This design comes from an exercise in tuning for small area on the open sky130 flow, not from production work.
Function was checked by simulation only, so behaviour that the tests miss may differ from the original.

--- constraint.sdc ---
create_clock -name core_clock -period 8.0 [get_ports {clk}]
set_input_delay 1.6000 -clock core_clock [delete_from_list [all_inputs] [get_ports {clk}]]
set_output_delay 1.6000 -clock core_clock [all_outputs]
set_load 0.01 [all_outputs]
--- run.sh ---
#!/bin/bash
# synth_recipe.tcl (not shown) runs the flow's synth.tcl, then flattens the netlist and writes it again
# the make line also repeats each setting of config.mk as NAME=value (left out here)
make -C /OpenROAD-flow-scripts/flow DESIGN_CONFIG=/design/flow/config.mk WORK_HOME=/design/flow/orfs CLKGATE_MAP_FILE= SYNTH_SCRIPT=/design/flow/synth_recipe.tcl finish
--- config.mk ---
export PLATFORM = sky130hd
export DESIGN_NAME = pid_control
export DESIGN_NICKNAME = pid_control
export VERILOG_FILES = /design/flow/design.v
export SDC_FILE = /design/flow/constraint.sdc
export NUM_CORES = 4
export LEC_CHECK = 0
export CAP_MARGIN = 20
export CORE_MARGIN = 2
export CORE_UTILIZATION = 40
export SLEW_MARGIN = 20
--- design.v ---
module pid #(
  parameter integer b0 = 922,
  parameter integer b1 = 922,
  parameter integer b2 = 922
) (
  input                      clk    ,
  input                      reset  ,
  input  logic signed [15:0] refer  ,
  input  logic signed [15:0] data   ,
  input                      enable ,
  output logic signed [15:0] control
);
  logic signed [31:0] error     ;
  logic signed [31:0] prev_error;
  logic signed [31:0] prev_int  ;
  logic signed [31:0] P, I, D;
  assign P = error                ;
  assign I = (error + prev_int)   ;
  assign D = (error - prev_error) ;
  assign control = (P * b0 + I * b1 + D * b2) >>> 10;
  always_ff @(posedge clk or posedge reset)
    begin
      if (reset)
        begin
          error      <= '0;
          prev_error <= '0;
          prev_int   <= '0;
        end
      else
        begin
          if (enable)
            begin
              error      <= refer - data;
              prev_error <= error;
              prev_int   <= (I<0)?0:I;							
            end
        end
    end
endmodule
module pid_control #(
  parameter SENSOR_ADDR = 16'hDEAD,
  parameter PWM_ADDR    = 16'hDEAD,
  parameter INIT_REFER  = 0       ,
  parameter PWM_WIDTH   = 16      ,
  parameter TEMP_WIDTH  = 16
) (
  input                         clk               ,
  input                         reset             ,
  output logic [TEMP_WIDTH-1:0] temp_address      ,
  output logic                  temp_read         ,
  input        [          31:0] temp_readdata     ,
  input                         temp_readdatavalid,
  input                         temp_waitrequest  ,
  output logic [ PWM_WIDTH-1:0] pwm_address       ,
  output logic                  pwm_write         ,
  output logic [          31:0] pwm_writedata     ,
  input                         pwm_waitrequest   ,
  input        [           1:0] csr_address       ,
  input                         csr_write         ,
  input        [          31:0] csr_writedata     ,
  input                         csr_read          ,
  output logic [          31:0] csr_readdata
);
  enum logic [3:0] {
    TEMP_IDLE,
    TEMP_RESET,
    TEMP_READ,
    TEMP_CALC,
    TEMP_READ_PID,
    TEMP_WRITE_PID,
    TEMP_FINISH
  } temp_state;
  logic signed [15:0] readed_temp;
  logic               enable_pid ;
  logic signed [15:0] pid_wire   ;
  logic signed [15:0] pid_data   ;
  logic signed [15:0] refer      ;
  always_ff @(posedge clk or posedge reset)
    begin
      if (reset)
        begin
          refer        <= INIT_REFER;
          csr_readdata <= '0;
        end
      else
        begin
          if (csr_write)
            case (csr_address)
              2'h0 : refer <= csr_writedata;
            endcase
          else if (csr_read)
            case (csr_address)
              2'h0 : csr_readdata <= {{24{refer[7]}}, refer};
              2'h1 : csr_readdata <= readed_temp;
            endcase
          else
            begin
              csr_readdata <= '0;
            end
        end
    end
  always_ff @(posedge clk or posedge reset)
    begin
      if (reset)
        begin
          temp_state    <= TEMP_RESET;
          readed_temp   <= '0;
          temp_read     <= '0;
          temp_address  <= '0;
          enable_pid    <= '0;
          pid_data      <= '0;
          pwm_address   <= '0;
          pwm_write     <= '0;
          pwm_writedata <= '0;
        end
      else
        begin
          pid_data <= pid_wire;
          case (temp_state)
            TEMP_IDLE :
              begin
                temp_address <= SENSOR_ADDR;
                temp_read    <= 1'b1;
                enable_pid   <= '0;
                if (~temp_waitrequest)
                  temp_state <= TEMP_READ;
              end
            TEMP_READ :
              begin
                temp_read    <= 1'b0;
                temp_address <= '0;
                if (temp_readdatavalid)
                  begin
                    readed_temp <= temp_readdata;
                    temp_state  <= TEMP_CALC;
                  end
              end
            TEMP_CALC :
              begin
                enable_pid <= 1'b1;
                temp_state <= TEMP_READ_PID;
              end
            TEMP_READ_PID :
              begin
                enable_pid <= '0;
                temp_state <= TEMP_WRITE_PID;
              end
            TEMP_WRITE_PID :
              begin
                pwm_address   <= PWM_ADDR;
                pwm_write     <= 1'b1;
                pwm_writedata <= (pid_data < 0) ? 0 : (pid_data > 4095) ? 4095 : pid_data;
                temp_state    <= TEMP_FINISH;
              end
            TEMP_FINISH :
              begin
                if (!pwm_waitrequest)
                  begin
                    pwm_address   <= '0;
                    pwm_writedata <= '0;
                    pwm_write     <= '0;
                    temp_state    <= TEMP_IDLE;
                  end
              end
            default : temp_state <= TEMP_IDLE;
          endcase
        end
    end
  pid #(
    .b0(922),   
    .b1(0  ),   
    .b2(512)    
  ) pid_inst (
    .clk    (clk        ),
    .reset  (reset      ),
    .refer  (refer      ),
    .data   (readed_temp),
    .enable (enable_pid ),
    .control(pid_wire   )
  );
endmodule
==> summary.txt <==
[metrics by stage]
stage          worst slack (ns)  area, µm²  hold slack (ns)  cells
3_5_place_dp               1.27      11300            0.471   1526
6_report                   1.30      12000            0.472   1558
2_1_floorplan              1.87      10300            0.485   1167
5_1_grt                   0.703      12000            0.503   1558
3_3_place_gp               1.36      11300            0.462   1526
4_1_cts                    1.24      12000            0.483   1558
[metal layers]
metal	GRT usage (%)	vias to the layer above	share of wire [%]	wire length, µm
li1	-	3811	-	-
met1	21.6	3434	48	9840
met2	27.3	129	48	9840
met3	3.41	19	3.5	732
met4	3.99	0	1.1	229
met5	0	-	0	0
[worst paths after layout]
check / from / endpoint / slack, ns / cells after the start
setup / recovery: pid_inst.error[2]$_DFFE_PP0P_ / pid_data[15]$_DFF_PP0_ / 1.30 / 24
hold / removal: pwm_writedata[11]$_DFFE_PP0P_ / pwm_writedata[11]$_DFFE_PP0P_ / 0.47 / 2
setup reg to reg: pid_inst.error[2]$_DFFE_PP0P_ / pid_data[15]$_DFF_PP0_ / 1.30 / 24
hold reg to reg: pwm_writedata[11]$_DFFE_PP0P_ / pwm_writedata[11]$_DFFE_PP0P_ / 0.47 / 2
max in group asynchronous: reset / readed_temp[10]$_DFFE_PP0P_ / 5.04 / 3
min in group asynchronous: reset / enable_pid$_DFFE_PP0P_ / 1.63 / 2
[layout by cell type, fill, tap and decap left out, types with 3 or more instances in the layout]
cell             synthesis  final
a211oi_1                 7      7
a211oi_2                 4      4
a21o_1                   7      7
a21oi_1                 50     50
a21oi_2                  3      3
a221oi_1                 4      4
and2_1                  10     10
and3_1                   5      5
buf_4                   64      5
bufinv_16                0      5
clkbuf_16                0     17
clkdlybuf4s50_1          0    111
clkinv_4                 0      5
conb_1                   1     27
dfrtp_1                119    119
fa_1                    60     60
ha_1                   113    113
inv_1                  188    187
mux2_2                  19     19
mux2i_1                  4      4
nand2_1                107    107
nand2b_1                 5      5
nand3_1                 17     17
nor2_1                  76     75
nor2b_1                  9      9
nor3_1                  24     24
o2111ai_1                4      4
o211ai_2                 3      3
o21a_1                  10     10
o21ai_0                 84     84
o21ai_1                 10     10
o21bai_1                 3      3
o311ai_1                 3      3
o31ai_1                  4      4
or3_1                   15     15
xnor2_1                 33     33
xor2_1                  12     12
[tightest hold or removal path, cell delays in order, from the launching register on]
cell and delay [ns]:
dfrtp_1 0.34, nand2_1 0.04, o21ai_0 0.06
[registers in the layout, summed over array words and instances, names as in the netlist, 3 cells and up]
| signal | flops |
|---|---|
| refer | 16 |
| temp_state | 3 |
| pwm_writedata | 15 |
| readed_temp | 16 |
| pid_inst.error | 17 |
| pid_inst.prev_error | 17 |
| pid_data | 16 |
| csr_readdata | 17 |
[cell type report]
cell class	instances	area, µm²
repair buffers	116	1150
clock buffers	19	443
clock inverters	13	219
fillers	2404	13200
multi-input cells	772	6080
flip-flops and latches	120	3000
inverters	188	708
well taps	330	413
[logic make-up after synthesis]
group	synth area share (%)
other	0.0366
AND/OR/NAND/NOR	12.8
buffers and inverters	12.4
flip-flops	29.3
multiplexers	2.48
AO/OA/AOI/OAI	13.2
adder cells (fa/ha/maj)	25.5
XOR/XNOR	4.22
==> summary.txt <==
status=complete, no violations; Routed wire per std cell=between 10 and 15 µm; area delta synth->final=17.2%; TritonCTS clock tree=yes; number of synthesis warnings=2; WP data required=about 8.3 ns; final WL=20,600 µm; period utilization=83.7%; Crit. End Element=flip-flop; Pre-antenna DRT Iters=4; Worst Max-Slew Pin Slew=around 0.87 ns; Yosys top cell area share=between 20% and 30%; via count=7,393; clk sinks=between 100 and 150; worst path arrival time=6.98 ns; RSZ-0062 raised after global routing=false; Mapped Area=roughly 0.010 mm²; number of global-route vias before repair=between 7k and 8k; most common cell in the netlist=inv_1; synth top area cells=dfrtp_1, ha_1, fa_1; min cycle time layout=about 6.7 ns; clock buffer depth=2; Most common cell on crit path=fa_1; Final setup viols=0; # H-tree levels=4; CP top delay family=adder cells; startpoint type of the worst setup path=flip-flop; setup TNS=0 ns; fraction of layout cells with a size suffix above 1=6.35%; Post-synth EDFFs=0; # IOs=171; Clock transition at path regs=approximately 0.050 ns; gr usage total=16.3%; Seq/Total Area, Yosys=between 20% and 30%; Fin. Hold Viols=0; initial core utilization=about two fifths; fmax=between 0.1 and 0.15 GHz; slew margin rel.=41.8%; cells along the critical path=ha_1 > inv_1 > fa_1 > fa_1 > fa_1 > fa_1 > inv_1 > ha_1 > a21oi_1 > o21ai_1 > o31ai_1 > o211ai_2 > o31ai_4 > nand2b_1 > a21oi_1 > xnor2_1 > ha_1 > a21oi_1 > nor2_1 > nor2_1 > o2111ai_1 > a21oi_2 > xnor2_1 > xnor3_1; clock skew=between 0.01 and 0.015 ns; diodes inserted=0; Root Driver=clkbuf_16; post-synthesis instance total=roughly 1.1k; largest net degree at the start of global routing=slightly below 70; Hold Crit Class=reg -> reg; Hold Buf Count CTS=0; port bufs=roughly 110; Max Slew Vio Count=0; wire length of the first global-routing pass=around 35,000 µm; via density per instance=between 4 and 5; Worst-Skew Late Latency=between 0.4 and 0.5 ns; floorplan row count=between 50 and 60; Post-CTS Setup Bufs=0; critical path fanouts, max=7; Setup CP Type=reg -> reg; CTS Buf Count=17; top post-synthesis cells by count=inv_1, dfrtp_1, ha_1; antenna violations before repair=0; Max Cap Viol=0; Avg Cell Area, Syn=around 9 µm²; placer congestion estimate=~0.8; Worst path max stage delay=~0.55 ns; nets@finish=~1.5k; fin util=a little under half; die width=~160 µm; Synth Flop Type=dfrtp_1; Die Ht=~160 µm; register bit total from synthesis=120; post-CTS sizing=0; CP max stage cell=fa_1; DRC Markers=0; CP bufs+invs=2; Core Box Area=0.0252 mm²; gr ovfl total=0; cell taking the most area after synthesis=dfrtp_1; Post-DRT Antenna Nets=0; Die ar.=approximately 0.027 mm²; hpwl dp=about 16,000 µm; Yosys cell types=64; number of DRC markers in iteration 0=between 200 and 300; share of flip-flops with an asynchronous set or reset=between 90% and 100%

-- what the ideal ports hide --
How much do the figures lean on ideal ports? The routed layout below was timed once more, with nothing changed but the port constraints.
Step 1, drivers: a clkbuf_16 drives clk and a buf_2 each remaining input, both assumed.
Step 2 adds t to the input delays and takes it off the output delays; t is the mean of the earliest and latest rising clock arrival at the registers after step 1. Input paths then give back, and output paths get back, about the clock's delay inside the block.
Three values: ideal, step 1, step 2; two values: the first two.
t, ns: 0.460
slack for setup (ns): 1.301 / 1.301 / 1.301
slew at the worst register clock pin (ns): 0.06 / 0.06
After both steps this run still meets setup and hold. For this run, drivers alone change the setup slack by 0.000 ns; drivers and shift together by 0.000 ns.
